What follows belongs to an exercise in optimizing a design on an open flow for small area, a short achievable clock period and few clock cycles per item; a production flow would make more cautious choices.
Function was checked by simulation only, so behaviour that the tests miss may differ from the original.
No activity file was given, so power comes from the tool's default toggle rates.

--- design/flow/design.v ---
module top(clk, rst, start, i, socin1, socin2, socin3, socin4,
           socout1, socout2, socout3, socout4, outReady);
  input clk, rst, start, i;
  input socin1, socin2, socin3, socin4;
  output socout1, socout2, socout3, socout4;
  output reg outReady;
  reg [5:0] cnt;            
  reg [9:0] rt;             
  reg       colf;           
  reg [12:0] c;             
  reg [9:0]  tpos_lo;       
  reg [1:0]  tpos_hi;
  reg [1:0]  tcar;
  reg [12:0] tneg;          
  reg sh_c, sh_s, tpos_acc, tpos_fin, jcalc, first, r_init;
  reg m_s, m_n, m_p, horner, out_fix, out_sh;
  wire [12:0] c_n  = sh_c ? {i, c[12:1]} : c;
  wire        ng   = c[12];
  wire        ng_n = c_n[12];
  wire [9:0] sv1, sv2, sv3, sv4;      
  wire q1, q2, q3, q4;                
  wire o1, o2, o3, o4;                
  wire [9:0] all_m, g1, g2, g3, g4;
  genvar m;
  generate for (m = 0; m < 10; m = m + 1) begin : th
    if (m == 0) begin : m0
      assign g1[0] = |sv1[9:1]; assign g2[0] = |sv2[9:1];
      assign g3[0] = |sv3[9:1]; assign g4[0] = |sv4[9:1];
    end else if (m == 9) begin : m9
      assign g1[9] = sv1[9] & |sv1[8:0]; assign g2[9] = sv2[9] & |sv2[8:0];
      assign g3[9] = sv3[9] & |sv3[8:0]; assign g4[9] = sv4[9] & |sv4[8:0];
    end else begin : mm
      assign g1[m] = |sv1[9:m+1] | (sv1[m] & |sv1[m-1:0]);
      assign g2[m] = |sv2[9:m+1] | (sv2[m] & |sv2[m-1:0]);
      assign g3[m] = |sv3[9:m+1] | (sv3[m] & |sv3[m-1:0]);
      assign g4[m] = |sv4[9:m+1] | (sv4[m] & |sv4[m-1:0]);
    end
    assign all_m[m] = (g1[m] | !g1[0]) & (g2[m] | !g2[0]) & (g3[m] | !g3[0]) & (g4[m] | !g4[0]);
  end endgenerate
  wire [9:0] r0q = {10{first}} & rt & ~{rt[8:0], 1'b0};
  wire in_rec = (cnt >= 6'd13) & (cnt <= 6'd15);
  wire init   = (cnt == 6'd15) & (!ng | ((rt == 10'd0) & !colf));
  wire itf    = in_rec & (rt != 10'd0) & !init;
  wire [5:0] cnt_n = (cnt == 6'd0) ? {5'd0, start} :
                     (cnt == 6'd15) ? (init ? 6'd24 : 6'd15) :
                     (cnt == 6'd48) ? 6'd0 : cnt + 6'd1;
  wire [9:0] rt_n = jcalc ? {1'b1, ~all_m[9:1]} : itf ? {rt[8:0], 1'b0} : rt;
  wire colf_n = itf;
  wire in_rec_n = (cnt_n >= 6'd13) & (cnt_n <= 6'd15);
  wire rcnz_n   = jcalc | (itf ? |rt[8:0] : |rt);
  wire init_n   = (cnt_n == 6'd15) & (!ng_n | (!rcnz_n & !colf_n));
  wire itf_n    = in_rec_n & rcnz_n & !init_n;
  always @(posedge clk) begin
    rt       <= rt_n;
    colf     <= colf_n;
  end
  always @(posedge clk) begin
    if (rst) begin
      cnt <= 6'd0;
      {sh_c, sh_s, tpos_acc, tpos_fin, jcalc, first, r_init} <= 7'd0;
      {m_s, m_n, m_p, horner, out_fix, out_sh, outReady} <= 7'd0;
    end else begin
    cnt      <= cnt_n;
    sh_c     <= (cnt_n >= 6'd2)  & (cnt_n <= 6'd14);
    sh_s     <= (cnt_n >= 6'd2)  & (cnt_n <= 6'd11);
    tpos_acc <= (cnt_n >= 6'd3)  & (cnt_n <= 6'd12);
    tpos_fin <= (cnt_n == 6'd12);
    jcalc    <= (cnt_n == 6'd12);
    r_init   <= init_n;
    first    <= jcalc;
    m_s      <= itf_n;
    m_n      <= ng_n & (cnt_n >= 6'd15) & !itf_n;
    m_p      <= !ng_n & (cnt_n >= 6'd15);
    horner   <= (cnt_n >= 6'd24) & (cnt_n <= 6'd35);
    out_fix  <= (cnt_n == 6'd36);
    out_sh   <= (cnt_n >= 6'd37) & (cnt_n <= 6'd47);
    outReady <= (cnt_n >= 6'd36) & (cnt_n <= 6'd47);
    end
  end
  always @(posedge clk) c <= c_n;
  wire [2:0] ssum = sv1[9] + sv2[9] + sv3[9] + sv4[9] + tcar;
  always @(posedge clk) begin
    if (sh_c & !tpos_acc) tcar <= 2'd0;
    else if (tpos_acc) begin
      tcar <= ssum[2:1];
      tpos_lo <= {ssum[0], tpos_lo[9:1]};
      if (tpos_fin) tpos_hi <= ssum[2:1];
    end
  end
  wire [2:0] pc  = q1 + q2 + q3 + q4;
  wire [2:0] pco = o1 + o2 + o3 + o4;
  reg [12:0] tinit;         
  integer b;
  always @(*) begin
    tinit = 13'd0;
    for (b = 0; b < 10; b = b + 1)
      tinit = tinit | (({10'd0, pco} << b) & {13{r0q[b]}});
  end
  wire [12:0] tsum;
  PADD #(12) tadd(.a(tneg[11:0]), .b({10'd0, pc[2:1]}), .ci(1'b0), .s(tsum[12:1]), .co());
  assign tsum[0] = pc[0];
  always @(posedge clk) begin
    if (first) tneg <= tinit;
    else if (colf) tneg <= tsum;
  end
  wire [12:0] T = ({13{m_n}} & tneg) | ({13{m_p}} & {1'b0, tpos_hi, tpos_lo});
  UNIT u1(clk, socin1, sh_s, jcalc, first, r0q, r_init, colf, m_s, horner, out_fix, out_sh, ng, c, T, sv1, q1, o1, socout1);
  UNIT u2(clk, socin2, sh_s, jcalc, first, r0q, r_init, colf, m_s, horner, out_fix, out_sh, ng, c, T, sv2, q2, o2, socout2);
  UNIT u3(clk, socin3, sh_s, jcalc, first, r0q, r_init, colf, m_s, horner, out_fix, out_sh, ng, c, T, sv3, q3, o3, socout3);
  UNIT u4(clk, socin4, sh_s, jcalc, first, r0q, r_init, colf, m_s, horner, out_fix, out_sh, ng, c, T, sv4, q4, o4, socout4);
endmodule
module UNIT(clk, sin, sh_s, jcalc, first, r0, r_init, qcol, m_s, horner, out_fix, out_sh, ng, c, T,
            s, qr, one, out);
  input clk, sin, sh_s, jcalc, first, r_init, qcol, m_s, horner, out_fix, out_sh, ng;
  input [9:0] r0;
  input [12:0] c;
  input [12:0] T;
  output [9:0] s;
  output qr, out;
  output reg one;           
  reg [24:0] S;             
  reg [13:0] R;             
  assign s = S[24:15];
  reg    valq;              
  always @(posedge clk) if (jcalc) begin one <= (s == 10'd1); valq <= |s[9:1]; end
  assign out = S[11];
  wire q  = !R[13];                   
  assign qr = q & valq;
  wire [12:0] M   = ({13{m_s}} & {3'b000, s}) | T;
  wire [10:0] w   = ng ? {one, S[9:0]} : {1'b0, s};
  wire [13:0] X   = r_init ? {3'b000, w} : {R[12:0] | {3'b000, r0}, 1'b0};
  wire        sub = r_init | q;
  wire [13:0] Rn;
  PADD #(14) radd(.a(X), .b({1'b0, M} ^ {14{sub}}), .ci(sub), .s(Rn), .co());
  always @(posedge clk) R <= jcalc ? 14'd0 : Rn;
  reg  [1:0]  d;
  reg         sp;
  wire [14:0] lo;
  PADD #(14) ladd(.a({1'b0, S[12:0]}), .b({2'b00, c[12:1] & {12{q}}}), .ci(1'b0), .s(lo[14:1]), .co());
  assign lo[0] = c[0] & q;
  wire [11:0] e   = sp ? ((d == 2'd0) ? 12'hfff : {10'd0, d - 2'd1}) : {10'd0, d};
  wire [11:0] hx;
  PADD #(12) hadd(.a(S[24:13]), .b(e), .ci(1'b0), .s(hx), .co());
  always @(posedge clk) begin
    if (r_init) begin d <= 2'd0; sp <= 1'b0; end
    else if (horner) begin d <= lo[14:13]; sp <= q & c[12]; end
  end
  always @(posedge clk) begin
    if (horner) S[24:15] <= hx[10:1];
    else if (sh_s) S[24:15] <= {sin, S[24:16]};
    else if (r_init) S[24:15] <= 10'd0;
    else if (out_fix) S[24:15] <= {hx[11], hx[11:3]};
    else if (out_sh) S[24:15] <= {S[24], S[24:16]};
  end
  always @(posedge clk) begin
    if (horner) S[14:0] <= {hx[0], 1'b0, lo[12:0]};
    else if (r_init) S[14:0] <= 15'd0;
    else if (first) S[14:0] <= {S[15:11], 10'd0};
    else if (qcol) S[14:0] <= {S[15:11], S[8:0], qr};
    else if (out_fix) S[14:0] <= {hx[2:0], S[12:1]};
    else S[14:0] <= S[15:1];
  end
endmodule
module PADD #(parameter N = 8, parameter L = 4) (a, b, ci, s, co);    
  input  [N-1:0] a, b;
  input  ci;
  output [N-1:0] s;
  output co;
  wire [N:0] g [0:L];
  wire [N:0] p [0:L];
  assign g[0][0] = ci;
  assign p[0][0] = 1'b0;
  assign g[0][N:1] = a & b;
  assign p[0][N:1] = a ^ b;
  genvar l, i;
  generate for (l = 0; l < L; l = l + 1) begin : lv
    for (i = 0; i <= N; i = i + 1) begin : cl
      if (((i >> l) & 1) == 1) begin : mrg
        localparam J = ((i >> l) << l) - 1;
        if (J < (1 << l)) begin : gray
          PG_G u(.gh(g[l][i]), .ph(p[l][i]), .gl(g[l][J]), .g(g[l+1][i]));
          assign p[l+1][i] = 1'b0;
        end else begin : black
          PG_B u(.gh(g[l][i]), .ph(p[l][i]), .gl(g[l][J]), .pl(p[l][J]), .g(g[l+1][i]), .p(p[l+1][i]));
        end
      end else begin : pass
        assign g[l+1][i] = g[l][i];
        assign p[l+1][i] = p[l][i];
      end
    end
  end endgenerate
  assign s  = p[0][N:1] ^ g[L][N-1:0];
  assign co = g[L][N];
endmodule
module PG_G(gh, ph, gl, g);
  input gh, ph, gl;
  output g;
  assign g = gh | (ph & gl);
endmodule
module PG_B(gh, ph, gl, pl, g, p);
  input gh, ph, gl, pl;
  output g, p;
  assign g = gh | (ph & gl);
  assign p = ph & pl;
endmodule
--- design/flow/config.mk ---
export PLATFORM = sky130hd
export DESIGN_NAME = top
export DESIGN_NICKNAME = top
export VERILOG_FILES = /design/flow/design.v
export SDC_FILE = /design/flow/constraint.sdc
export NUM_CORES = 4
export LEC_CHECK = 0
export CAP_MARGIN = 20
export CORE_MARGIN = 2
export CORE_UTILIZATION = 40
export PLACE_DENSITY = 0.6
export SETUP_SLACK_MARGIN = 1.6
export SLEW_MARGIN = 20
--- design/flow/run.sh ---
#!/bin/bash
# synth_recipe.tcl (not shown) runs the flow's synth.tcl, then flattens the netlist and writes it again
# the make line also repeats each setting of config.mk as NAME=value (left out here)
make -C /OpenROAD-flow-scripts/flow DESIGN_CONFIG=/design/flow/config.mk WORK_HOME=/design/flow/orfs CLKGATE_MAP_FILE= SYNTH_SCRIPT=/design/flow/synth_recipe.tcl finish
--- design/flow/constraint.sdc ---
create_clock -name core_clock -period 5.0 [get_ports {clk}]
set_input_delay 1.0000 -clock core_clock [delete_from_list [all_inputs] [get_ports {clk}]]
set_output_delay 1.0000 -clock core_clock [all_outputs]
set_load 0.01 [all_outputs]
==> summary.txt, run 1 <==
wire per inst=21.4 µm; Die X=218 µm; FF-to-FF setup slack=around 1.7 ns; Rows=78; Final Total Pwr=10.0 mW; final setup fails=0; worst min path class=register to register; Post-DP HPWL=42200 µm; Root Buffer=clkbuf_16; Mean Syn Cell Area=8.72 µm²; top-area cell type share of the netlist area=16.5%; Period minus WS final=3.32 ns; die area=47700 µm²; ant diodes=0; TritonRoute pass-1 iters=6; crit path max fanout=6; f_max=approximately 0.30 GHz; skew final=between 0.01 and 0.015 ns; DRT iter0 DRCs=1187; antenna violations before repair=0; Skew-Pair Late Insertion Delay=around 0.59 ns; Mapped Cells=2109; Syn Nets=2314; RSZ-0062 raised after global routing=yes; vias in the first global route=15400; fillers=around 4400; crit start category=register; largest net degree at the start of global routing=62; Placer Congestion=between 0.9 and 1; via/cell ratio=between 5 and 6; # nets final=2295; Top Ports=13; DRT Wirelength=58100 µm; EDFF count, synth=94; Worst R2R Start=rt[2]$_DFFE_PP_; P&R area growth vs syn=11.8%; fin crit share=66.3%; static leakage=8.23 nW; Critical path destination=u2.R[13]$_SDFF_PP0_; CP Class=register to register; GRT overflow=0; largest cells by area after synthesis=dfxtp_1, edfxtp_1, ha_1, nor2_1, mux2i_1; Final Max Slew Viols=0; Worst EP arrival=3.76 ns; Cell Area, Synth=about 18000 µm²; Worst Max-Slew Pin Slew=between 1 and 1.5 ns; Yosys top cell by area=dfxtp_1; Cell variety after synth=77; CTS Buf Count=31; CP Data Required Time=5.45 ns; All-Layer GR Usage=24.2%; first-pass GRT wire length=88900 µm; setup_tns=0 ns; CP Capture Type=register; via count=roughly 16000; fin util=45.3%; sequential element share of the synthesized area=31.9%; number of synthesis warnings=4; share of layout cells above drive strength 1=roughly 9%; Die Y=218 µm; PwrDens=between 400 and 500 nW/µm²; synthesized flop and latch total=246; buffer depth of the longest clock path=3; Critical Path Source=rt[2]$_DFFE_PP_; CORE AREA=45400 µm²; R2R cell count=11; max-cap violation count=0; clk sink count=246; R2R Path End=u2.R[13]$_SDFF_PP0_; worst rel slew slack=26.2%; Peak VDD IR=0.000284 V; Final ANT Viol Nets=0; asr flop ratio synth=0%; Port Buffer Count=12; CTS tree=done; clock transition at the registers of the reported paths=0.06 ns; outcome=finished clean; predominant post-synthesis flop cell=dfxtp_1; Residual DRC=0; Starting Density=between 40% and 50%; CTS HTree Levels=1; final hold vios=0
==> power by group <==
part	internal, mW	switching (mW)
combinational	2.25	2.75
clock	1.44	0.940
sequential	2.44	0.208
==> Yosys cell counts (37+ instances only) <==
cell / count
nor2b_1: 81
inv_1: 91
xor2_1: 60
dfxtp_1: 152
o22ai_1: 37
a21oi_1: 163
ha_1: 155
mux2i_1: 86
fa_1: 42
nor2_1: 255
nand2_1: 164
xnor2_1: 81
o21ai_0: 90
edfxtp_1: 94
clkbuf_1: 87
==> through the flow <==
step           hold WS (ns)  setup WS, ns  std cells  instance area (µm²)
2_1_floorplan         0.403          1.62       2109                18400
3_3_place_gp          0.437          1.25       2638                19100
3_5_place_dp          0.443          1.23       2638                19100
4_1_cts               0.464          1.60       2702                20300
5_1_grt               0.486          1.55       2715                20600
6_report              0.466          1.68       2715                20600
==> final cells by class <==
type	count	area (µm²)	share of cell area, %
clock buffer	43	923	4.49
inverter	91	357	1.73
clock inverter	15	163	0.791
multi-input combinational	1665	12000	58.3
tap	600	751	3.65
sequential	246	5890	28.7
timing repair buffer	55	495	2.41
==> flip-flops by register name (all words and copies together), names as in the netlist, 2 cells and up <==
register and count:
rt 10, u4.R 14, u1.S 25, tneg 13
tpos_hi 2, tcar 2, u2.R 14, u3.d 2
u1.R 14, c 13, u1.d 2, u2.d 2
u3.S 25, u2.S 25, u3.R 14, u4.S 25
cnt 6, u4.d 2, tpos_lo 10
==> cell usage in the layout (no fill, tap or decap), types with 34 or more instances in the layout <==
| master | netlist | final |
|---|---|---|
| dfxtp_1 | 152 | 141 |
| fa_1 | 42 | 42 |
| xor2_1 | 60 | 60 |
| o22ai_1 | 37 | 37 |
| nor2b_1 | 81 | 77 |
| edfxtp_1 | 94 | 94 |
| mux2i_1 | 86 | 86 |
| nor3_1 | 35 | 34 |
| a21oi_1 | 163 | 156 |
| ha_1 | 155 | 155 |
| nand2_1 | 164 | 160 |
| nor2_1 | 255 | 255 |
| xnor2_1 | 81 | 81 |
| buf_4 | 0 | 37 |
| inv_1 | 91 | 86 |
| o21ai_0 | 90 | 89 |
==> kinds of logic (layout without fill, tap and decap cells) <==
kind of cell | after synthesis | after routing | synth area share, %
adder cells (fa/ha/maj) | 197 | 197 | 15.1
buffers and inverters | 198 | 204 | 4.09
AO/OA/AOI/OAI | 524 | 524 | 18.8
XOR/XNOR | 141 | 141 | 6.71
multiplexers | 90 | 90 | 4.92
AND/OR/NAND/NOR | 713 | 713 | 18.4
flip-flops | 246 | 246 | 31.9
==> timing repair <==
| item | 4_1_cts | 5_1_grt |
|---|---|---|
| hold buffers | 0 | 0 |
| buffers inserted | 6 | 13 |
| endpoints found under the setup margin | 47 | 54 |
| hold endpoints to repair | 0 | 0 |
| cloned | 0 | 0 |
| pin swaps | 1 | 16 |
| resized for setup | 23 | 43 |
==> layer usage <==
metal | global-route usage [%] | up-vias | part of all wire (%)
li1 | - | 7539 | -
met1 | 31.8 | 7639 | 43
met2 | 40.0 | 470 | 46
met3 | 2.62 | 122 | 6.2
met4 | 10.9 | 0 | 4.8
met5 | 0 | - | 0
==> how the worst min path moves through the flow <==
stage                               from              endpoint  slack, ns  cells past startpoint
finish              tpos_lo[2]$_DFFE_PP_  tpos_lo[1]$_DFFE_PP_       0.47                      0
global placement    tpos_lo[3]$_DFFE_PP_  tpos_lo[2]$_DFFE_PP_       0.44                      0
global route        tpos_lo[2]$_DFFE_PP_  tpos_lo[1]$_DFFE_PP_       0.49                      0
floorplan                  c[12]$_DFF_P_       c[11]$_DFFE_PP_       0.40                      0
CTS                 tpos_lo[2]$_DFFE_PP_  tpos_lo[1]$_DFFE_PP_       0.46                      0
detailed placement  tpos_lo[4]$_DFFE_PP_  tpos_lo[3]$_DFFE_PP_       0.44                      0
==> critical path: stages, from the launching register on <==
cell and delay, ns:
edfxtp_1 0.47, nor2b_1 0.20, a21o_2 0.32, o21a_1 0.23
ha_1 0.23, a21oi_1 0.32, nand4_1 0.21, a2111oi_2 0.54
o31ai_2 0.19, o31ai_2 0.26, xnor2_1 0.14, nor2_1 0.05
Testbench counts, summed over its fixed seeds: cycles 21,091, items 512.
==> inputs of run 2 (changes only) <==
--- a/design/flow/config.mk
+++ b/design/flow/config.mk
@@ -9,5 +9,5 @@
 export CORE_MARGIN = 2
 export CORE_UTILIZATION = 40
 export PLACE_DENSITY = 0.6
-export SETUP_SLACK_MARGIN = 1.6
+export SETUP_SLACK_MARGIN = 1.9
 export SLEW_MARGIN = 20
==> summary.txt, run 2 <==
synthesized flop and latch total=246 (unchanged); CTS HTree Levels=1 (unchanged); share of layout cells above drive strength 1=17.5% (+8.4 points); most common cell after layout, fill and taps aside=nor2_1; worst min path class=register to register; GRT overflow=0 (unchanged); worst rel slew slack=33.3% (+7.1 points); Yosys top cell by area=dfxtp_1; top-area cell type share of the netlist area=16.5% (unchanged); Port Buffer Count=12 (unchanged); Top Ports=13 (unchanged); post-route setup slack=1.84 ns (+0.157 ns); Starting Density=40.5% (unchanged); Worst R2R Start=u1.valq$_DFFE_PP_; WP buf/inv=1 (+1); DP Worst Slack=1.22 ns (-0.0169 ns); crit start category=register; crit path max fanout=3 (-3); Cell variety after synth=77 (unchanged); Mean Syn Cell Area=8.72 µm² (unchanged); static leakage=8.72 nW (+6.0%); busiest grt layer=met2; largest cells by area after synthesis=dfxtp_1, edfxtp_1, ha_1, nor2_1, mux2i_1; hold buffers post-CTS=0 (unchanged); Synth top cells by count=nor2_1, nand2_1, a21oi_1; buffer depth of the longest clock path=3 (unchanged); Multi-input gate area=12600 µm² (+5.5%); via count=16300 (+3.5%); Slowest cell on crit path=fa_2; Residual DRC=0 (unchanged); final setup fails=0 (unchanged); Mapped Cells=2109 (unchanged); R2R Path End=tneg[10]$_DFFE_PP_; Placer Congestion=0.923 (-0.58%); Skew-Pair Late Insertion Delay=0.59 ns (about the same); Die Y=218 µm (unchanged); CP Class=register to register; Final ANT Viol Nets=0 (unchanged); most common cell in the netlist=nor2_1; final hold vios=0 (unchanged); TritonRoute pass-1 iters=5 (-1); max-cap violation count=0 (unchanged); Syn Nets=2314 (unchanged); PwrDens=481 nW/µm² (-1.4%); WHS Endpoint=tpos_lo[1]$_DFFE_PP_; Final Cell Area=21900 µm² (+6.6%); P&R area growth vs syn=19.2%; Rows=78 (unchanged); WHS Path Cells=0 (unchanged); grt met2 use=40.0% (+0.063 points); # nets final=2385 (+3.9%); CTS tree=done; Post-DP HPWL=42000 µm (-0.37%); Worst EP arrival=3.49 ns (-0.27 ns); asr flop ratio synth=0% (unchanged); CTS Buf Count=31 (unchanged); Reg area=5920 µm² (+0.47%); clk sink count=246 (unchanged); sequential element share of the synthesized area=31.9% (unchanged); fin crit share=63.2% (-3.1 points); R2R cell count=13 (+2); CP peak stage delay=0.54 ns (about the same); RSZ-0062 raised after global routing=yes; largest net degree at the start of global routing=84 (+35%); DRT Wirelength=59900 µm (+3.1%); Cell Area, Synth=18400 µm² (unchanged); Worst Max-Slew Pin Slew=1.00 ns (-0.106 ns); CORE AREA=45400 µm² (unchanged); number of synthesis warnings=4 (unchanged); via/cell ratio=5.82 (+0.14%); clock transition at the registers of the reported paths=0.06 ns (about the same); met1 GRT Util=32.8% (+0.97 points); die area=47700 µm² (unchanged); hold_sp=tpos_lo[2]$_DFFE_PP_; fillers=4288 (-1.9%); placed inst area=19100 µm² (about the same); Period minus WS final=3.16 ns (-0.157 ns); f_max=0.317 GHz (+5.0%); FF-to-FF setup slack=1.84 ns (+0.16 ns); Peak VDD IR=0.000346 V (+22%); predominant post-synthesis flop cell=dfxtp_1; Critical Path Stages=13 (+2); wire per inst=21.3 µm (-0.18%); Final Max Slew Viols=0 (unchanged); Worst Hold Margin=0.472 ns (+0.00591 ns); CP Capture Type=register; Largest delay share family, worst path=adder cells; setup_tns=0 ns (unchanged); skew final=0.0135 ns (+0.00278 ns); Root Buffer=clkbuf_16; DRT iter0 DRCs=1302 (+9.7%); ant diodes=0 (unchanged); most frequent cells in the layout=nor2_1, nand2_1, ha_1; vias in the first global route=15800 (+2.5%); met3 usage=2.38% (-0.24 points); outcome=finished clean; All-Layer GR Usage=24.4% (+0.24 points); crit path cell chain=nor2b_4, fa_2, ha_4, ha_4, ha_4, a21oi_2, nor2b_1, and3_4, and3_4, and3_4, buf_4, xnor2_1, o21ai_1; Final Total Pwr=10.5 mW (+5.2%); first-pass GRT wire length=90500 µm (+1.8%); CP Data Required Time=5.33 ns (-0.12 ns); EDFF count, synth=94 (unchanged); antenna violations before repair=1 (+1); Die X=218 µm (unchanged)
==> run 2: cell counts after synthesis <==
No cell type changed its count.
==> run 2: kinds of logic (layout without fill, tap and decap cells) <==
kind of cell / count (synthesis) / in the layout / share of synthesized area (%)
AO/OA/AOI/OAI: 524 / 524 / 18.8
multiplexers: 90 / 90 / 4.92
adder cells (fa/ha/maj): 197 / 197 / 15.1
AND/OR/NAND/NOR: 713 / 713 / 18.4
flip-flops: 246 / 246 / 31.9
XOR/XNOR: 141 / 141 / 6.71
buffers and inverters: 198 / 294 / 4.09
==> run 2: repair_timing <==
| action | 4_1_cts | 5_1_grt |
|---|---|---|
| pin swaps | 52 | 106 |
| setup buffers | 39 | 71 |
| cloned | 0 | 1 |
| resized for setup | 87 | 135 |
| endpoints found under the setup margin | 122 | 68 |
==> run 2: layout make-up <==
type                            count  share of cell area, %
Sequential cell                   246                   27.0
Tap cell                          600                   3.42
Multi-Input combinational cell   1665                   57.7
Clock inverter                     15                  0.702
Timing Repair Buffer              145                   5.61
Inverter                           91                   1.63
Clock buffer                       43                   3.97
==> run 2: metal layers <==
| metal | wire length (µm) | share of wire, % |
|---|---|---|
| met5 | 0 | 0 |
| met1 | 26100 | 44 |
| met3 | 3320 | 5.6 |
| met2 | 27700 | 46 |
| met4 | 2770 | 4.6 |
==> run 2: stage by stage <==
stage	util, %	instances
2_1_floorplan	-	2109
4_1_cts	45.7	2733
3_5_place_dp	42.0	2636
3_3_place_gp	42.0	2636
5_1_grt	48.3	2805
6_report	48.3	2805
==> run 2: worst reg2reg max path, delay by kind of cell, from the launching register on <==
family	cells	cell delay, ns
adders and majority gates	4	1.17
and+or+nand+nor	5	0.95
DFF	1	0.46
AOI/OAI and AO/OA	2	0.12
buffers and inverters	1	0.11
xor gates and xnor gates	1	0.10
==> run 2: how the worst max path moves through the flow <==
stage                               startpoint                  end
after CTS                 u1.d[1]$_SDFFE_PP0P_   u1.S[24]$_DFFE_PP_
after floorplan           u2.d[0]$_SDFFE_PP0P_   u2.S[23]$_DFFE_PP_
final                        u1.valq$_DFFE_PP_   tneg[10]$_DFFE_PP_
after global placement     u1.R[13]$_SDFF_PP0_  u1.R[13]$_SDFF_PP0_
after detailed placement   u1.R[13]$_SDFF_PP0_  u1.R[13]$_SDFF_PP0_
after global routing         u1.valq$_DFFE_PP_   tneg[11]$_DFFE_PP_
==> run 2: where the power goes <==
group	internal, mW	leakage [nW]	switching [mW]	total [mW]
Clock	1.36	0.499	0.936	2.30
Sequential	2.45	2.12	0.225	2.67
Combinational	2.56	6.10	3.01	5.58
==> inputs of run 3 (changes only) <==
==> design/flow/config.mk (replaced) <==
export PLATFORM = sky130hd
export DESIGN_NAME = top
export DESIGN_NICKNAME = top
export VERILOG_FILES = /design/flow/design.v
export SDC_FILE = /design/flow/constraint.sdc
export NUM_CORES = 4
export LEC_CHECK = 0
export CAP_MARGIN = 5
export CORE_MARGIN = 2
export CORE_UTILIZATION = 40
export PLACE_DENSITY = 0.6
export SETUP_SLACK_MARGIN = 1.8
export SLEW_MARGIN = 5
==> summary.txt, run 3 <==
outcome=finished clean; most frequent cells in the layout=nor2_1, nand2_1, ha_1; Die Y=218 µm (unchanged); Skew-Pair Late Insertion Delay=0.58 ns (about the same); die area=47700 µm² (unchanged); hold buffers post-CTS=0 (unchanged); GRT overflow=0 (unchanged); asr flop ratio synth=0% (unchanged); Final ANT Viol Nets=0 (unchanged); wire per inst=21.4 µm (+0.39%); Rows=78 (unchanged); largest cells by area after synthesis=dfxtp_1, edfxtp_1, ha_1, nor2_1, mux2i_1; static leakage=8.52 nW (-2.3%); first-pass GRT wire length=90000 µm (-0.58%); CP Capture Type=register; Top Ports=13 (unchanged); sequential element share of the synthesized area=31.9% (unchanged); final setup fails=0 (unchanged); Worst Max-Slew Pin Slew=1.05 ns (+0.0498 ns); CP Class=register to register; All-Layer GR Usage=24.5% (+0.041 points); vias in the first global route=15800 (-0.18%); Placer Congestion=0.934 (+1.2%); Worst R2R Start=r_init$_SDFF_PP0_; Final Total Pwr=10.3 mW (-2.7%); # nets final=2345 (-1.7%); Starting Density=40.5% (unchanged); Slowest cell on crit path=dfxtp_4; share of layout cells above drive strength 1=14.3% (-3.2 points); synthesized flop and latch total=246 (unchanged); CORE AREA=45400 µm² (unchanged); Mapped Cells=2109 (unchanged); Root Buffer=clkbuf_16; Critical path destination=u3.R[13]$_SDFF_PP0_; RSZ-0062 raised after global routing=yes; EDFF count, synth=94 (unchanged); fin crit share=62.6% (-0.62 points); largest net degree at the start of global routing=55 (-35%); antenna violations before repair=1 (unchanged); R2R cell count=12 (-1); Final Max Slew Viols=0 (unchanged); FF-to-FF setup slack=1.87 ns (+0.03 ns); setup_tns=0 ns (unchanged); worst min path class=register to register; most common cell after layout, fill and taps aside=nor2_1; max-cap violation count=0 (unchanged); Yosys top cell by area=dfxtp_1; most common cell in the netlist=nor2_1; Critical Path Source=r_init$_SDFF_PP0_; skew final=0.0180 ns (+0.00450 ns); crit start category=register; Critical Path Stages=12 (-1); Largest delay share family, worst path=compound AO/OA/AOI/OAI gates; CTS Buf Count=31 (unchanged); Period minus WS final=3.13 ns (-0.0310 ns); worst rel slew slack=30.0% (-3.3 points); CP peak stage delay=0.48 ns (-0.06 ns); CP Data Required Time=5.43 ns (+0.10 ns); WP buf/inv=2 (+1); CTS HTree Levels=1 (unchanged); TritonRoute pass-1 iters=6 (+1); fillers=4371 (+1.9%); Cell variety after synth=77 (unchanged); top-area cell type share of the netlist area=16.5% (unchanged); Port Buffer Count=12 (unchanged); Syn Nets=2314 (unchanged); clock transition at the registers of the reported paths=0.06 ns (about the same); Final Cell Area=21400 µm² (-2.4%); Worst EP arrival=3.55 ns (+0.06 ns); DRT iter0 DRCs=1390 (+6.8%); Die X=218 µm (unchanged); Post-DP HPWL=42300 µm (+0.58%); P&R area growth vs syn=16.4%; buffer depth of the longest clock path=3 (unchanged); Cell Area, Synth=18400 µm² (unchanged); via/cell ratio=5.85 (+0.50%); clk sink count=246 (unchanged); predominant post-synthesis flop cell=dfxtp_1; PwrDens=479 nW/µm² (-0.34%); CTS tree=done; final hold vios=0 (unchanged); Residual DRC=0 (unchanged); crit path max fanout=25 (+22); Synth top cells by count=nor2_1, nand2_1, a21oi_1; via count=16200 (-0.97%); DRT Wirelength=59200 µm (-1.1%); Peak VDD IR=0.000277 V (-20%); number of synthesis warnings=4 (unchanged); placed inst area=19100 µm² (+0.11%); Mean Syn Cell Area=8.72 µm² (unchanged); f_max=0.320 GHz (+0.99%); R2R Path End=u3.R[13]$_SDFF_PP0_; crit path cell chain=buf_12, nor2b_1, buf_6, xor2_1, ha_1, a21oi_2, o311ai_2, a2111oi_4, o31ai_2, o41ai_2, xnor2_1, nor2_1
run 3: power by group:
group / switching (mW) / internal, mW
clock: 0.911 / 1.32
combinational: 2.93 / 2.46
sequential: 0.196 / 2.44
total: 4.04 / 6.22
run 3: cell type report:
type / count / area, µm² / area share, %
multi-input combinational: 1665 / 12500 / 58.2
tap: 600 / 751 / 3.51
clock buffer: 49 / 935 / 4.37
antenna: 1 / 2.50 / 0.0117
timing repair buffer: 105 / 931 / 4.35
sequential: 246 / 5910 / 27.6
inverter: 91 / 355 / 1.66
clock inverter: 7 / 63.8 / 0.298
run 3: worst min path at each step:
stage | from | end | slack (ns) | cells past startpoint
floorplan | c[12]$_DFF_P_ | c[11]$_DFFE_PP_ | 0.40 | 0
global route | tpos_lo[9]$_DFFE_PP_ | tpos_lo[8]$_DFFE_PP_ | 0.49 | 0
global placement | tpos_lo[1]$_DFFE_PP_ | tpos_lo[0]$_DFFE_PP_ | 0.46 | 0
CTS | tpos_lo[2]$_DFFE_PP_ | tpos_lo[1]$_DFFE_PP_ | 0.48 | 0
finish | u3.d[1]$_SDFFE_PP0P_ | u3.d[1]$_SDFFE_PP0P_ | 0.47 | 2
detailed placement | tpos_lo[2]$_DFFE_PP_ | tpos_lo[1]$_DFFE_PP_ | 0.45 | 0
run 3: cell families (layout without fill, tap and decap cells):
kind of cell             Yosys count  in the layout  synth area share, %
AND/OR/NAND/NOR                  713            713                 18.4
flip-flops                       246            246                 31.9
buffers and inverters            198            252                 4.09
other                              0              1                    0
AO/OA/AOI/OAI                    524            524                 18.8
XOR/XNOR                         141            141                 6.71
adder cells (fa/ha/maj)          197            197                 15.1
multiplexers                      90             90                 4.92
run 3: repair_timing:
item                       in CTS  in global routing
setup endpoints to repair      67                 66
gates resized for setup        57                122
buffers inserted               16                 51
cloned                          0                  0
pin swaps                      18                 62
run 3: tightest hold or removal path: stages, from the launching register on:
cell	delay [ns]
dfxtp_2	0.32
nand2_1	0.05
a21oi_1	0.05
run 3: through the flow:
step                worst slack [ns]  util [%]  hold WS (ns)  std cells
global placement                1.32      42.1         0.457       2640
CTS                             1.74      45.0         0.478       2712
floorplan                       1.81         -         0.403       2109
finish                          1.87      47.2         0.466       2764
global route                    1.74      47.2         0.487       2763
detailed placement              1.28      42.1         0.448       2640
run 3: layer usage:
layer | GRT usage, % | routed length (µm) | share of wire [%]
met1 | 32.6 | 25700 | 43
met2 | 39.0 | 26600 | 45
met3 | 3.47 | 4170 | 7.0
met4 | 11.7 | 2750 | 4.6
met5 | 0 | 0 | 0
==> inputs of run 4 (changes only) <==
==> design/flow/config.mk (replaced) <==
export PLATFORM = sky130hd
export DESIGN_NAME = top
export DESIGN_NICKNAME = top
export VERILOG_FILES = /design/flow/design.v
export SDC_FILE = /design/flow/constraint.sdc
export NUM_CORES = 4
export LEC_CHECK = 0
export CAP_MARGIN = 20
export CORE_MARGIN = 2
export CORE_UTILIZATION = 55
export PLACE_DENSITY = 0.8
export SETUP_SLACK_MARGIN = 1.8
export SLEW_MARGIN = 20
==> summary.txt, run 4 <==
outcome=finished clean; first-pass GRT wire length=86700 µm (-3.7%); Sw Ratio=39.7% (+0.35 points); Top Ports=13 (unchanged); Syn Nets=2314 (unchanged); Cell variety after synth=77 (unchanged); buffer depth of the longest clock path=3 (unchanged); # nets final=2349 (+0.17%); ant diodes=0 (-1); met1 WL=22500 µm (-12%); Reg area=5910 µm² (about the same); worst rel slew slack=30.4% (+0.39 points); fillers=2553 (-42%); CORE AREA=32700 µm² (-28%); Top cell by count, worst path=a21o_1; share of layout cells above drive strength 1=15.4% (+1.1 points); Starting Density=56.2% (+16 points); P&R area growth vs syn=16.2%; All-Layer GR Usage=31.3% (+6.8 points); Residual DRC=0 (unchanged); Final Max Slew Viols=0 (unchanged); largest net degree at the start of global routing=79 (+44%); CTS Buf Count=30 (-3.2%); top-area cell type share of the netlist area=16.5% (unchanged); Multi-input gate area=12600 µm² (+0.81%); Period minus WS final=3.24 ns (+0.115 ns); sequential element share of the synthesized area=31.9% (unchanged); crit path cell chain=inv_2, ha_4, a21oi_4, ha_1, a21o_1, a21o_1, a2111oi_4, nor3_2, buf_4, o211ai_1, o2111ai_4, xnor2_2, a21o_1; max-cap violation count=0 (unchanged); CTS tree=done; Root Buffer=clkbuf_16; CP Capture Type=register; Skew-Pair Late Insertion Delay=0.58 ns (about the same); Synth top cells by count=nor2_1, nand2_1, a21oi_1; Yosys top cell by area=dfxtp_1; CP Class=register to register; Slowest cell on crit path=a2111oi_4; EDFF count, synth=94 (unchanged); top sig layer=met4; detailed route wirelength on metal2=26500 µm (-0.49%); static leakage=8.57 nW (+0.53%); logic gate share of total power=52.2% (-0.4 points); crit start category=register; GRT overflow=0 (unchanged); final setup fails=0 (unchanged); CP Data Required Time=5.33 ns (-0.10 ns); clock transition at the registers of the reported paths=0.06 ns (about the same); Die X=187 µm (-14%); setup_tns=0 ns (unchanged); clk sink count=246 (unchanged); antenna violations before repair=0 (-1); Placer Congestion=0.999 (+7.0%); Mean Syn Cell Area=8.72 µm² (unchanged); Final Total Pwr=10.6 mW (+3.4%); Post-DP HPWL=39800 µm (-5.8%); predominant post-synthesis flop cell=dfxtp_1; Met3 Routed Length=5640 µm (+35%); Peak VDD IR=0.000287 V (+3.3%); via/cell ratio=6.45 (+10%); Largest delay share family, worst path=compound AO/OA/AOI/OAI gates; Rows=66 (-15%); number of synthesis warnings=4 (unchanged); wire per inst=22.3 µm (+4.3%); Die Y=187 µm (-14%); PwrDens=496 nW/µm² (+3.5%); TritonRoute pass-1 iters=8 (+2); Worst Max-Slew Pin Slew=1.04 ns (-0.00587 ns); DRT iter0 DRCs=1910 (+37%); CTS HTree Levels=1 (unchanged); final hold vios=0 (unchanged); die area=34900 µm² (-27%); WP buf/inv=2 (unchanged); skew final=0.0127 ns (-0.00535 ns); crit path max fanout=3 (-88%); RSZ-0062 raised after global routing=yes; f_max=0.308 GHz (-3.5%); most frequent cells in the layout=nor2_1, nand2_1, ha_1; clock share of power=22.4% (+0.6 points); via count=16800 (+4.2%); asr flop ratio synth=0% (unchanged); Final ANT Viol Nets=0 (unchanged); fin crit share=64.9% (+2.3 points); worst min path class=register to register; most common cell in the netlist=nor2_1; CP peak stage delay=0.42 ns (-0.06 ns); synthesized flop and latch total=246 (unchanged); Port Buffer Count=12 (unchanged); Mapped Cells=2109 (unchanged); DRT Wirelength=58300 µm (-1.5%); vias in the first global route=16100 (+1.8%); most common cell after layout, fill and taps aside=nor2_1; largest cells by area after synthesis=dfxtp_1, edfxtp_1, ha_1, nor2_1, mux2i_1; Cell Area, Synth=18400 µm² (unchanged); Worst EP arrival=3.58 ns (+0.03 ns); sequential share of power=25.4% (-0.3 points); switching power=4.21 mW (+4.3%); Int Power=6.39 mW (+2.8%)
## run 4: power groups by stage
stage	logic, mW	registers [mW]	clock network [mW]
3_5_place_dp	4.68	2.73	0
6_report	5.53	2.69	2.38
2_1_floorplan	3.89	2.57	0
4_1_cts	4.85	2.70	2.37
3_3_place_gp	4.48	2.72	0
5_1_grt	6.08	2.71	2.45
## run 4: metal layers
metal  vias to the layer above  GRT usage (%)
li1                       7622              -
met1                      8047           39.8
met2                       928           50.1
met3                       236           4.92
met4                         0           19.1
met5                         -              0
## run 4: path summary, 6_finish.rpt
kind                        start                   end  slack (ns)  depth (start not counted)
min reg2reg  tpos_lo[7]$_DFFE_PP_  tpos_lo[6]$_DFFE_PP_        0.45                          0
max reg2reg  u1.d[1]$_SDFFE_PP0P_    u1.S[24]$_DFFE_PP_        1.76                         13
min          tpos_lo[7]$_DFFE_PP_  tpos_lo[6]$_DFFE_PP_        0.45                          0
max          u1.d[1]$_SDFFE_PP0P_    u1.S[24]$_DFFE_PP_        1.76                         13
## run 4: what timing repair did
action	4_1_cts	5_1_grt
endpoints found under the setup margin	81	65
hold buffers	0	0
pin swaps	17	89
resized for setup	59	135
setup buffers	17	58
## run 4: layout make-up
| type | count | share of cell area [%] |
|---|---|---|
| multi-input cells | 1665 | 58.8 |
| flip-flops and latches | 246 | 27.7 |
| repair buffers | 110 | 4.25 |
| clock buffers | 39 | 4.15 |
| inverters | 91 | 1.67 |
| clock inverters | 17 | 0.896 |
| well taps | 442 | 2.59 |
## run 4: cell families after synthesis
logic type,synth area share [%]
AOI/OAI and AO/OA,18.8
xor gates and xnor gates,6.71
adders and majority gates,15.1
buffers and inverters,4.09
DFF,31.9
muxes,4.92
and+or+nand+nor,18.4
## run 4: metrics by stage
stage / instances / cell area [µm²] / setup slack, ns / util [%] / hold WS, ns
floorplan: 2109 / 18400 / 1.81 / - / 0.403
global placement: 2479 / 18900 / 1.33 / 57.7 / 0.451
detailed placement: 2479 / 18900 / 1.22 / 57.7 / 0.438
CTS: 2552 / 20300 / 1.78 / 62.1 / 0.452
global route: 2610 / 21400 / 1.63 / 65.4 / 0.468
finish: 2610 / 21400 / 1.76 / 65.4 / 0.453
==> inputs of run 5 (changes only) <==
--- a/design/flow/config.mk
+++ b/design/flow/config.mk
@@ -7,7 +7,7 @@
 export LEC_CHECK = 0
 export CAP_MARGIN = 20
 export CORE_MARGIN = 2
-export CORE_UTILIZATION = 55
-export PLACE_DENSITY = 0.8
+export CORE_UTILIZATION = 40
+export PLACE_DENSITY = 0.6
 export SETUP_SLACK_MARGIN = 1.8
 export SLEW_MARGIN = 20
==> summary.txt, run 5 <==
static leakage=8.52 nW (-0.52%); Syn Nets=2314 (unchanged); final setup fails=0 (unchanged); CTS Buf Count=31 (+3.3%); worst min path class=register to register; Worst Hold Margin=0.466 ns (+0.0130 ns); share of layout cells above drive strength 1=14.3% (-1.1 points); PwrDens=479 nW/µm² (-3.4%); hold buffers post-CTS=0 (unchanged); P&R area growth vs syn=16.4%; via/cell ratio=5.85 (-9.4%); Slowest cell on crit path=dfxtp_4; WP buf/inv=2 (unchanged); CTS tree=done; sequential element share of the synthesized area=31.9% (unchanged); fin crit share=62.6% (-2.3 points); detailed route wirelength on metal2=26600 µm (+0.49%); Root Buffer=clkbuf_16; wire per inst=21.4 µm (-4.1%); Synth top cells by count=nor2_1, nand2_1, a21oi_1; largest net degree at the start of global routing=55 (-30%); Placer Congestion=0.934 (-6.5%); Worst Max-Slew Pin Slew=1.05 ns (+0.00587 ns); CORE AREA=45400 µm² (+39%); antenna violations before repair=1 (+1); Cell variety after synth=77 (unchanged); DP Worst Slack=1.28 ns (+0.0631 ns); top-area cell type share of the netlist area=16.5% (unchanged); predominant post-synthesis flop cell=dfxtp_1; post-route setup slack=1.87 ns (+0.115 ns); setup_tns=0 ns (unchanged); EDFF count, synth=94 (unchanged); All-Layer GR Usage=24.5% (-6.8 points); crit start category=register; buffer depth of the longest clock path=3 (unchanged); Mapped Cells=2109 (unchanged); number of synthesis warnings=4 (unchanged); FF-to-FF setup slack=1.87 ns (+0.11 ns); CP Data Required Time=5.43 ns (+0.10 ns); first-pass GRT wire length=90000 µm (+3.8%); Starting Density=40.5% (-16 points); Rows=78 (+18%); Yosys top cell by area=dfxtp_1; most frequent cells in the layout=nor2_1, nand2_1, ha_1; largest cells by area after synthesis=dfxtp_1, edfxtp_1, ha_1, nor2_1, mux2i_1; top sig layer=met4; GRT overflow=0 (unchanged); Residual DRC=0 (unchanged); Top Ports=13 (unchanged); Largest delay share family, worst path=compound AO/OA/AOI/OAI gates; CTS HTree Levels=1 (unchanged); Final Cell Area=21400 µm² (+0.16%); Port Buffer Count=12 (unchanged); Mean Syn Cell Area=8.72 µm² (unchanged); via count=16200 (-4.0%); outcome=finished clean; RSZ-0062 raised after global routing=yes; Peak VDD IR=0.000277 V (-3.2%); max-cap violation count=0 (unchanged); vias in the first global route=15800 (-1.8%); CP Class=register to register; Skew-Pair Late Insertion Delay=0.58 ns (about the same); CP peak stage delay=0.48 ns (+0.06 ns); Period minus WS final=3.13 ns (-0.115 ns); Worst EP arrival=3.55 ns (-0.03 ns); most common cell after layout, fill and taps aside=nor2_1; crit path max fanout=25 (+22); Final Max Slew Viols=0 (unchanged); met1 WL=25700 µm (+14%); synthesized flop and latch total=246 (unchanged); final hold vios=0 (unchanged); f_max=0.320 GHz (+3.7%); die area=47700 µm² (+37%); clock transition at the registers of the reported paths=0.06 ns (about the same); most common cell in the netlist=nor2_1; skew final=0.0180 ns (+0.00535 ns); TritonRoute pass-1 iters=6 (-2); # nets final=2345 (-0.17%); Cell Area, Synth=18400 µm² (unchanged); Met3 Routed Length=4170 µm (-26%); DRT Wirelength=59200 µm (+1.6%); worst rel slew slack=30.0% (-0.39 points); Post-DP HPWL=42300 µm (+6.1%); CP Capture Type=register; DRT iter0 DRCs=1390 (-27%); crit path cell chain=buf_12, nor2b_1, buf_6, xor2_1, ha_1, a21oi_2, o311ai_2, a2111oi_4, o31ai_2, o41ai_2, xnor2_1, nor2_1; placed inst area=19100 µm² (+1.2%); fillers=4371 (+71%); Final ANT Viol Nets=0 (unchanged); Die Y=218 µm (+17%); Final Total Pwr=10.3 mW (-3.2%); clk sink count=246 (unchanged); Die X=218 µm (+17%); asr flop ratio synth=0% (unchanged)
==> run 5: cell counts after synthesis <==
Identical to the previous run, type by type.
==> run 5: power by group <==
part	switching, mW	leakage (nW)	internal (mW)	total [mW]
combinational	2.93	5.91	2.46	5.39
clock	0.911	0.494	1.32	2.23
sequential	0.196	2.12	2.44	2.64
total	4.04	8.52	6.22	10.3
==> run 5: kinds of logic after synthesis <==
family | count (synthesis) | synth area share [%]
flops | 246 | 31.9
buf+inv | 198 | 4.09
mux | 90 | 4.92
simple gates | 713 | 18.4
fa+ha+maj | 197 | 15.1
compound gates | 524 | 18.8
xor+xnor | 141 | 6.71
==> run 5: worst reg2reg max path: cells and delay by family (launching register included) <==
kind,cells,cell delay (ns)
compound gates,5,1.29
flops,1,0.48
buf+inv,2,0.39
xor+xnor,2,0.35
fa+ha+maj,1,0.35
simple gates,2,0.14
==> run 5: repair_timing <==
action | CTS | global route
pin swaps | 18 | 62
resized for setup | 57 | 122
endpoints found under the setup margin | 67 | 66
setup buffers | 16 | 51
hold endpoints to repair | 0 | 0
==> run 5: final cells by class <==
type	count	area, µm²	share of cell area [%]
antenna	1	2.50	0.0117
clock buffer	49	935	4.37
clock inverter	7	63.8	0.298
inverter	91	355	1.66
multi-input combinational	1665	12500	58.2
sequential	246	5910	27.6
tap	600	751	3.51
timing repair buffer	105	931	4.35
==> run 5: metrics by stage <==
step | utilization, % | instances
floorplan | - | 2109
global placement | 42.1 | 2640
detailed placement | 42.1 | 2640
CTS | 45.0 | 2712
global route | 47.2 | 2763
finish | 47.2 | 2764
==> run 5: path summary, 6_finish.rpt <==
kind | from | end | cells after the start
setup / recovery | r_init$_SDFF_PP0_ | u3.R[13]$_SDFF_PP0_ | 12
hold / removal | u3.d[1]$_SDFFE_PP0P_ | u3.d[1]$_SDFFE_PP0P_ | 2
setup reg to reg | r_init$_SDFF_PP0_ | u3.R[13]$_SDFF_PP0_ | 12
hold reg to reg | u3.d[1]$_SDFFE_PP0P_ | u3.d[1]$_SDFFE_PP0P_ | 2
==> run 5: per-layer routing <==
metal	track usage (%)	vias to the layer above
met5	0	-
met1	32.6	7833
li1	-	7617
met3	3.47	132
met4	11.7	0
met2	39.0	575
==> inputs of run 6 (changes only) <==
--- a/design/flow/config.mk
+++ b/design/flow/config.mk
@@ -9,5 +9,5 @@
 export CORE_MARGIN = 2
 export CORE_UTILIZATION = 40
 export PLACE_DENSITY = 0.6
-export SETUP_SLACK_MARGIN = 1.8
+export SETUP_SLACK_MARGIN = 1.7
 export SLEW_MARGIN = 20
==> summary.txt, run 6 <==
RSZ-0062 raised after global routing=yes; via count=16000 (-1.3%); wire per inst=21.3 µm (-0.71%); GRT overflow=0 (unchanged); Final ANT Viol Nets=0 (unchanged); Int Power=6.05 mW (-2.7%); Critical Path Source=u1.d[1]$_SDFFE_PP0P_; Worst Hold Margin=0.476 ns (+0.0105 ns); Synth top cells by count=nor2_1, nand2_1, a21oi_1; Post-DP HPWL=41700 µm (-1.3%); skew final=0.0130 ns (-0.00497 ns); share of layout cells above drive strength 1=10.9% (-3.4 points); CP Capture Type=register; P&R area growth vs syn=13.2%; Syn Nets=2314 (unchanged); hold_sp=u2.d[1]$_SDFFE_PP0P_; Peak VDD IR=0.000280 V (+0.86%); sequential element share of the synthesized area=31.9% (unchanged); # nets final=2322 (-0.98%); Sw Ratio=39.3% (-0.040 points); f_max=0.311 GHz (-2.7%); Reg area=5900 µm² (-0.17%); Placer Congestion=0.927 (-0.74%); final hold vios=0 (unchanged); Final Max Slew Viols=0 (unchanged); Yosys top cell by area=dfxtp_1; Skew-Pair Late Insertion Delay=0.58 ns (about the same); switching power=3.92 mW (-2.9%); DRT iter0 DRCs=1118 (-20%); clk sink count=246 (unchanged); Rows=78 (unchanged); via/cell ratio=5.82 (-0.51%); Multi-input gate area=12100 µm² (-2.8%); final setup fails=0 (unchanged); CTS tree=done; R2R cell count=12 (unchanged); fin crit share=64.3% (+1.8 points); crit path max fanout=4 (-84%); sequential share of power=26.6% (+0.9 points); Period minus WS final=3.22 ns (+0.0880 ns); CP Data Required Time=5.34 ns (-0.09 ns); top-area cell type share of the netlist area=16.5% (unchanged); logic gate share of total power=51.6% (-1.0 points); CTS Buf Count=31 (unchanged); clock share of power=21.9% (about the same); placed inst area=19100 µm² (-0.23%); Die X=218 µm (unchanged); Port Buffer Count=12 (unchanged); synthesized flop and latch total=246 (unchanged); crit start category=register; most common cell after layout, fill and taps aside=nor2_1; first-pass GRT wire length=89500 µm (-0.54%); PwrDens=479 nW/µm² (about the same); Die Y=218 µm (unchanged); worst rel slew slack=28.8% (-1.2 points); CORE AREA=45400 µm² (unchanged); predominant post-synthesis flop cell=dfxtp_1; asr flop ratio synth=0% (unchanged); largest net degree at the start of global routing=79 (+44%); most frequent cells in the layout=nor2_1, nand2_1, ha_1; Starting Density=40.5% (unchanged); largest cells by area after synthesis=dfxtp_1, edfxtp_1, ha_1, nor2_1, mux2i_1; Final Cell Area=20800 µm² (-2.7%); Cell Area, Synth=18400 µm² (unchanged); Cell Count, Final, Fillers Out=2743 (-0.76%); Cell variety after synth=77 (unchanged); Placed Cells=2637 (-0.11%); CP Class=register to register; static leakage=8.33 nW (-2.2%); Final Total Pwr=9.97 mW (-2.8%); Top Ports=13 (unchanged); Worst Max-Slew Pin Slew=1.07 ns (+0.0180 ns); TritonRoute pass-1 iters=5 (-1); All-Layer GR Usage=24.2% (-0.31 points); clock transition at the registers of the reported paths=0.06 ns (about the same); CTS HTree Levels=1 (unchanged); DRT Wirelength=58400 µm (-1.5%); die area=47700 µm² (unchanged); Worst EP arrival=3.56 ns (about the same); Mapped Cells=2109 (unchanged); Worst R2R Start=u1.d[1]$_SDFFE_PP0P_; Root Buffer=clkbuf_16; Mean Syn Cell Area=8.72 µm² (unchanged); outcome=finished clean; EDFF count, synth=94 (unchanged); fillers=4371 (unchanged); most common cell in the netlist=nor2_1; WHS Path Cells=2 (unchanged); hold buffers post-CTS=0 (unchanged); setup_tns=0 ns (unchanged); vias in the first global route=15500 (-1.5%); worst min path class=register to register; buffer depth of the longest clock path=3 (unchanged); max-cap violation count=0 (unchanged); antenna violations before repair=1 (unchanged); Residual DRC=0 (unchanged); number of synthesis warnings=4 (unchanged)
[run 6: repair_timing]
item / CTS / global route
pin swaps: 5 / 38
setup buffers: 9 / 38
gates resized for setup: 28 / 75
setup endpoints to repair: 67 / 62
[run 6: cell families after synthesis]
logic type,Yosys count,share of synthesized area (%)
simple gates,713,18.4
compound gates,524,18.8
flops,246,31.9
buf+inv,198,4.09
fa+ha+maj,197,15.1
xor+xnor,141,6.71
mux,90,4.92
[run 6: path summary, 6_finish.rpt]
kind                                        endpoint  slack (ns)
worst max register to register    u1.S[24]$_DFFE_PP_        1.78
worst min-delay path            u2.d[1]$_SDFFE_PP0P_        0.48
worst max-delay path              u1.S[24]$_DFFE_PP_        1.78
worst min register to register  u2.d[1]$_SDFFE_PP0P_        0.48
[run 6: layout make-up]
cell class                      instances  share of cell area (%)
Inverter                               91                    1.71
Antenna cell                            1                  0.0120
Multi-Input combinational cell       1665                    58.1
Clock inverter                          8                   0.222
Tap cell                              600                    3.60
Sequential cell                       246                    28.3
Clock buffer                           50                    4.46
Timing Repair Buffer                   82                    3.55
[run 6: layer usage]
layer	routed length (µm)	GRT usage [%]	vias to the layer above	part of all wire [%]
met5	0	0	-	0
met4	2170	8.46	0	3.7
met2	26600	39.4	502	46
met1	25900	32.8	7749	44
li1	-	-	7588	-
met3	3640	3.15	113	6.2
[run 6: worst max-delay path: stages, from the launching register on]
cell and delay [ns]:
dfxtp_2 0.34, inv_2 0.06, ha_4 0.24, a21oi_4 0.19
ha_4 0.22, a21o_1 0.15, a21o_1 0.22, a2111oi_4 0.40
nor3_2 0.12, o31a_1 0.27, or3_4 0.40, a31o_4 0.23
a21o_1 0.14
[run 6: power groups by stage]
stage                     logic (mW)  registers, mW  clock network (mW)
after floorplan                 3.88           2.57                   0
after global placement          4.57           2.70                   0
after detailed placement        4.69           2.70                   0
after CTS                       4.78           2.66                2.21
after global routing            5.77           2.67                2.29
final                           5.14           2.65                2.18
[run 6: per-stage QoR]
step           utilization (%)  setup slack (ns)
2_1_floorplan                -              1.71
3_3_place_gp              42.0              1.22
3_5_place_dp              42.0              1.14
4_1_cts                   44.5              1.70
5_1_grt                   45.9              1.61
6_report                  45.9              1.78
==> inputs of run 7 (changes only) <==
--- a/design/flow/config.mk
+++ b/design/flow/config.mk
@@ -8,6 +8,8 @@
 export CAP_MARGIN = 20
 export CORE_MARGIN = 2
 export CORE_UTILIZATION = 40
+export CTS_CLUSTER_DIAMETER = 70
+export CTS_CLUSTER_SIZE = 25
 export PLACE_DENSITY = 0.6
 export SETUP_SLACK_MARGIN = 1.7
 export SLEW_MARGIN = 20
==> summary.txt, run 7 <==
f_max=0.313 GHz (+0.65%); Worst Max-Slew Pin Slew=1.05 ns (-0.0161 ns); number of synthesis warnings=4 (unchanged); Root Buffer=clkbuf_16; die area=47700 µm² (unchanged); Sw Ratio=40.9% (+1.6 points); largest cells by area after synthesis=dfxtp_1, edfxtp_1, ha_1, nor2_1, mux2i_1; crit path cell chain=inv_2, ha_4, a21oi_4, ha_1, a21o_1, a21o_1, a2111oi_4, nor3_2, o31a_1, or3_4, a31o_4, a21o_1; Yosys top cell by area=dfxtp_1; Rows=78 (unchanged); Final ANT Viol Nets=0 (unchanged); All-Layer GR Usage=24.3% (+0.078 points); Slowest cell on crit path=a2111oi_4; share of layout cells above drive strength 1=11.5% (+0.58 points); # nets final=2321 (-0.043%); clock share of power=23.6% (+1.7 points); sequential element share of the synthesized area=31.9% (unchanged); P&R area growth vs syn=14.0%; Top cell by count, worst path=a21o_1; outcome=finished clean; Cell Area, Synth=18400 µm² (unchanged); CP peak stage delay=0.40 ns (about the same); CTS tree=done; Cell Count, Final, Fillers Out=2739 (-0.15%); Final Max Slew Viols=0 (unchanged); fin crit share=63.9% (-0.42 points); FF-to-FF setup slack=1.80 ns (+0.02 ns); DRT Wirelength=58700 µm (+0.54%); Reg area=5900 µm² (about the same); Multi-input gate area=12100 µm² (about the same); static leakage=8.39 nW (+0.65%); Critical Path Source=u1.d[1]$_SDFFE_PP0P_; predominant post-synthesis flop cell=dfxtp_1; top-area cell type share of the netlist area=16.5% (unchanged); Cell variety after synth=77 (unchanged); max-cap violation count=0 (unchanged); first-pass GRT wire length=89700 µm (+0.19%); final setup fails=0 (unchanged); clock transition at the registers of the reported paths=0.08 ns (+0.02 ns); Residual DRC=0 (unchanged); RSZ-0062 raised after global routing=yes; vias in the first global route=15500 (-0.46%); via count=16100 (+0.61%); Largest delay share family, worst path=compound AO/OA/AOI/OAI gates; WHS Endpoint=u2.d[1]$_SDFFE_PP0P_; worst min path class=register to register; skew final=0.0379 ns (+0.0249 ns); Peak VDD IR=0.000260 V (-7.1%); CP Class=register to register; Syn Nets=2314 (unchanged); hold buffers post-CTS=0 (unchanged); crit start category=register; R2R cell count=12 (unchanged); R2R Path End=u1.S[24]$_DFFE_PP_; sequential share of power=25.8% (-0.8 points); GRT overflow=0 (unchanged); CTS Buf Count=29 (-6.5%); CORE AREA=45400 µm² (unchanged); hold_sp=u2.d[1]$_SDFFE_PP0P_; TritonRoute pass-1 iters=5 (unchanged); Int Power=6.05 mW (-0.14%); most frequent cells in the layout=nor2_1, nand2_1, ha_1; Die Y=218 µm (unchanged); DRT iter0 DRCs=1150 (+2.9%); Worst R2R Start=u1.d[1]$_SDFFE_PP0P_; switching power=4.19 mW (+6.9%); CP Capture Type=register; fillers=4361 (-0.23%); buffer depth of the longest clock path=3 (unchanged); Starting Density=40.5% (unchanged); via/cell ratio=5.86 (+0.76%); worst rel slew slack=29.9% (+1.1 points); synthesized flop and latch total=246 (unchanged); final hold vios=0 (unchanged); WHS Path Cells=2 (unchanged); largest net degree at the start of global routing=79 (unchanged); antenna violations before repair=1 (unchanged); ant diodes=0 (-1); crit path max fanout=4 (unchanged); wire per inst=21.4 µm (+0.69%); WP buf/inv=1 (unchanged); Skew-Pair Late Insertion Delay=0.60 ns (+0.02 ns); Top Ports=13 (unchanged); CP Data Required Time=5.36 ns (+0.02 ns); EDFF count, synth=94 (unchanged); Period minus WS final=3.20 ns (-0.0208 ns); Placed Cells=2637 (unchanged); most common cell in the netlist=nor2_1; PwrDens=488 nW/µm² (+1.9%); Mapped Cells=2109 (unchanged); logic gate share of total power=50.6% (-1.0 points); Placer Congestion=0.927 (unchanged); Die X=218 µm (unchanged); Mean Syn Cell Area=8.72 µm² (unchanged); Port Buffer Count=12 (unchanged); Post-DP HPWL=41700 µm (unchanged); Worst EP arrival=3.56 ns (about the same); clk sink count=246 (unchanged); CTS HTree Levels=1 (unchanged); Synth top cells by count=nor2_1, nand2_1, a21oi_1; asr flop ratio synth=0% (unchanged); most common cell after layout, fill and taps aside=nor2_1; setup_tns=0 ns (unchanged)
[run 7: cell counts after synthesis]
Identical to the previous run, type by type.
[run 7: kinds of logic after synthesis]
family	after synthesis	synth area share [%]
simple gates	713	18.4
xor+xnor	141	6.71
mux	90	4.92
compound gates	524	18.8
buf+inv	198	4.09
flops	246	31.9
fa+ha+maj	197	15.1
[run 7: metal layers]
metal,vias up,track usage (%),wire length (µm)
met5,-,0,0
met4,0,8.12,2160
met3,118,3.42,3880
met2,483,39.8,26900
met1,7852,32.7,25700
li1,7597,-,-
[run 7: worst max path at each step]
stage	cells after the start	slack, ns	to
2_1_floorplan	12	1.71	u1.S[24]$_DFFE_PP_
3_3_place_gp	11	1.22	u4.R[13]$_SDFF_PP0_
3_5_place_dp	11	1.14	u4.R[13]$_SDFF_PP0_
4_1_cts	12	1.70	u3.R[13]$_SDFF_PP0_
5_1_grt	12	1.65	u3.R[10]$_SDFF_PP0_
6_report	12	1.80	u1.S[24]$_DFFE_PP_
[run 7: layout make-up]
class | instances | share of cell area, %
flip-flops and latches | 246 | 28.1
clock buffers | 29 | 3.46
well taps | 600 | 3.58
inverters | 91 | 1.70
repair buffers | 83 | 3.66
clock inverters | 25 | 1.75
multi-input cells | 1665 | 57.7
[run 7: what timing repair did]
item	CTS	global route
resized for setup	31	77
pin swaps	3	34
setup endpoints to repair	65	62
buffers inserted	9	39
[run 7: power groups by stage]
stage | combinational (mW) | sequential (mW) | clock, mW
global route | 5.80 | 2.66 | 2.53
CTS | 4.78 | 2.65 | 2.46
global placement | 4.57 | 2.70 | 0
detailed placement | 4.69 | 2.70 | 0
finish | 5.18 | 2.64 | 2.42
floorplan | 3.88 | 2.57 | 0
[run 7: worst register-to-register path, cell delays in order, from the launching register on]
cell and delay (ns):
dfxtp_2 0.34, inv_2 0.06, ha_4 0.24, a21oi_4 0.16, ha_1 0.24, a21o_1 0.18, a21o_1 0.20, a2111oi_4 0.40
nor3_2 0.10, o31a_1 0.27, or3_4 0.40, a31o_4 0.24, a21o_1 0.14
[run 7: per-stage QoR]
stage | total power [mW] | utilization [%] | worst slack [ns] | hold slack, ns | instance area (µm²)
floorplan | 6.45 | - | 1.71 | 0.403 | 18400
global placement | 7.27 | 42.0 | 1.22 | 0.437 | 19100
detailed placement | 7.39 | 42.0 | 1.14 | 0.442 | 19100
CTS | 9.89 | 44.8 | 1.70 | 0.478 | 20300
global route | 11.0 | 46.2 | 1.65 | 0.496 | 21000
finish | 10.2 | 46.2 | 1.80 | 0.479 | 21000
==> inputs of run 8 (changes only) <==
--- a/design/flow/config.mk
+++ b/design/flow/config.mk
@@ -8,7 +8,7 @@
 export CAP_MARGIN = 20
 export CORE_MARGIN = 2
 export CORE_UTILIZATION = 40
-export CTS_CLUSTER_DIAMETER = 70
+export CTS_CLUSTER_DIAMETER = 100
 export CTS_CLUSTER_SIZE = 25
 export PLACE_DENSITY = 0.6
 export SETUP_SLACK_MARGIN = 1.7
==> summary.txt, run 8 <==
grt met2 use=39.4% (-0.35 points); GRT overflow=0 (unchanged); PwrDens=453 nW/µm² (-7.3%); via count=15800 (-1.6%); CTS tree=done; switching power=3.82 mW (-8.9%); most common cell in the netlist=nor2_1; Period minus WS final=3.22 ns (+0.0242 ns); final setup fails=0 (unchanged); Sw Ratio=41.5% (+0.60 points); synthesized flop and latch total=246 (unchanged); final hold vios=0 (unchanged); Placed Cells=2637 (unchanged); WP buf/inv=1 (unchanged); DRT iter0 DRCs=1265 (+10%); Worst Hold Margin=0.482 ns (+0.00349 ns); asr flop ratio synth=0% (unchanged); Skew-Pair Late Insertion Delay=0.54 ns (-0.06 ns); CTS Buf Count=15 (-48%); hold_sp=u3.d[1]$_SDFFE_PP0P_; # nets final=2305 (-0.69%); CP peak stage delay=0.40 ns (about the same); Peak VDD IR=0.000228 V (-12%); static leakage=8.07 nW (-3.8%); Final Total Pwr=9.19 mW (-10%); DRT Wirelength=58300 µm (-0.69%); via/cell ratio=5.83 (-0.45%); Rows=78 (unchanged); FF-to-FF setup slack=1.78 ns (-0.02 ns); placed inst area=19100 µm² (unchanged); fillers=4434 (+1.7%); Post-DP HPWL=41700 µm (unchanged); EDFF count, synth=94 (unchanged); R2R Path End=u1.S[24]$_DFFE_PP_; Worst Max-Slew Pin Slew=1.05 ns (-0.00201 ns); first-pass GRT wire length=89200 µm (-0.47%); Final ANT Viol Nets=0 (unchanged); hold buffers post-CTS=0 (unchanged); Yosys top cell by area=dfxtp_1; crit path cell chain=inv_1, ha_4, a21oi_4, ha_1, a21o_1, a21o_1, a2111oi_4, nor3_2, o31a_1, or3_4, a31o_2, a21o_1; Port Buffer Count=12 (unchanged); buffer depth of the longest clock path=3 (unchanged); clock share of power=15.1% (-8.5 points); antenna violations before repair=1 (unchanged); Root Buffer=clkbuf_16; f_max=0.311 GHz (-0.75%); predominant post-synthesis flop cell=dfxtp_1; vias in the first global route=15400 (-0.50%); logic gate share of total power=56.1% (+5.5 points); share of layout cells above drive strength 1=10.0% (-1.4 points); top-area cell type share of the netlist area=16.5% (unchanged); Worst EP arrival=3.50 ns (-0.06 ns); clock transition at the registers of the reported paths=0.09 ns (about the same); Cell variety after synth=77 (unchanged); die area=47700 µm² (unchanged); number of synthesis warnings=4 (unchanged); Mapped Cells=2109 (unchanged); busiest grt layer=met2; P&R area growth vs syn=10.3%; CTS HTree Levels=1 (unchanged); Cell Area, Synth=18400 µm² (unchanged); Cell Count, Final, Fillers Out=2708 (-1.1%); Residual DRC=0 (unchanged); WHS Path Cells=2 (unchanged); outcome=finished clean; Mean Syn Cell Area=8.72 µm² (unchanged); Starting Density=40.5% (unchanged); Syn Nets=2314 (unchanged); sequential element share of the synthesized area=31.9% (unchanged); Die X=218 µm (unchanged); All-Layer GR Usage=24.1% (-0.15 points)
==> run 8: area by class of cell <==
type                            instances  area [µm²]  share of cell area, %
Multi-Input combinational cell       1665       12100                   59.7
Sequential cell                       246        5900                   29.1
Tap cell                              600         751                   3.70
Timing Repair Buffer                   81         726                   3.58
Clock buffer                           18         387                   1.91
Inverter                               91         357                   1.76
Clock inverter                          7        63.8                  0.314
==> run 8: kinds of logic (layout without fill, tap and decap cells) <==
kind of cell    count (synthesis)  count (layout)  share of synthesized area (%)
simple gates                  713             713                           18.4
compound gates                524             524                           18.8
flops                         246             246                           31.9
buf+inv                       198             197                           4.09
fa+ha+maj                     197             197                           15.1
xor+xnor                      141             141                           6.71
mux                            90              90                           4.92
==> run 8: per-stage QoR <==
step | setup WS [ns] | utilization (%)
final | 1.78 | 44.7
after global routing | 1.64 | 44.7
after CTS | 1.70 | 43.4
after detailed placement | 1.14 | 42.0
after global placement | 1.22 | 42.0
after floorplan | 1.71 | -
==> run 8: layer usage <==
layer | vias up | wire (µm) | part of all wire [%]
li1 | 7537 | - | -
met2 | 472 | 26700 | 46
met5 | - | 0 | 0
met4 | 0 | 2170 | 3.7
met1 | 7693 | 25900 | 44
met3 | 95 | 3500 | 6.0
==> run 8: worst register-to-register path, stage by stage, from the launching register on <==
cell	delay [ns]
dfxtp_2	0.33
inv_1	0.14
ha_4	0.23
a21oi_4	0.16
ha_1	0.24
a21o_1	0.18
a21o_1	0.19
a2111oi_4	0.40
nor3_2	0.12
o31a_1	0.27
or3_4	0.34
a31o_2	0.25
a21o_1	0.14
==> run 8: worst max path at each step <==
stage | startpoint | to | cells past startpoint
floorplan | u1.d[0]$_SDFFE_PP0P_ | u1.S[24]$_DFFE_PP_ | 12
global route | rt[0]$_SDFFCE_PN0P_ | tpos_acc$_SDFF_PP0_ | 8
global placement | u4.R[13]$_SDFF_PP0_ | u4.R[13]$_SDFF_PP0_ | 11
detailed placement | u4.R[13]$_SDFF_PP0_ | u4.R[13]$_SDFF_PP0_ | 11
finish | u1.d[1]$_SDFFE_PP0P_ | u1.S[24]$_DFFE_PP_ | 12
CTS | u1.d[0]$_SDFFE_PP0P_ | u1.S[24]$_DFFE_PP_ | 12
==> run 8: repair_timing <==
action / 4_1_cts / 5_1_grt
pin swaps: 4 / 32
setup buffers: 9 / 37
resized for setup: 32 / 77
setup endpoints to repair: 67 / 62
==> run 8: power groups by stage <==
stage,clock network [mW],logic [mW],registers (mW)
floorplan,0,3.88,2.57
global placement,0,4.57,2.70
detailed placement,0,4.69,2.70
CTS,1.42,4.78,2.65
global route,1.48,5.77,2.67
finish,1.39,5.15,2.65

## afterwards: timing with drivers on the ports
In the flow no input, the clock included, has a driving cell. The finished layouts below were timed again as built, in two steps.
Step 1, drivers: a clkbuf_16 drives clk and a buf_2 each remaining input, both assumed.
Step 2 times the ports against the registers' clock, not the clock port: input delays grow and output delays shrink by t, the midpoint of the rising clock arrivals with the driver on.
Slacks: ideal / step 1 / step 2; pairs: ideal / step 1.
run	t (ns)	setup WS [ns]
run 1	0.641	1.684 / 1.684 / 1.684
run 2	0.637	1.841 / 1.841 / 1.841
run 3	0.629	1.872 / 1.872 / 1.872
run 4	0.621	1.757 / 1.757 / 1.757
run 5	0.629	1.872 / 1.872 / 1.872
run 6	0.635	1.784 / 1.784 / 1.784
run 7	0.640	1.805 / 1.805 / 1.805
run 8	0.577	1.780 / 1.780 / 1.780
After both steps setup and hold are still met in every run listed.
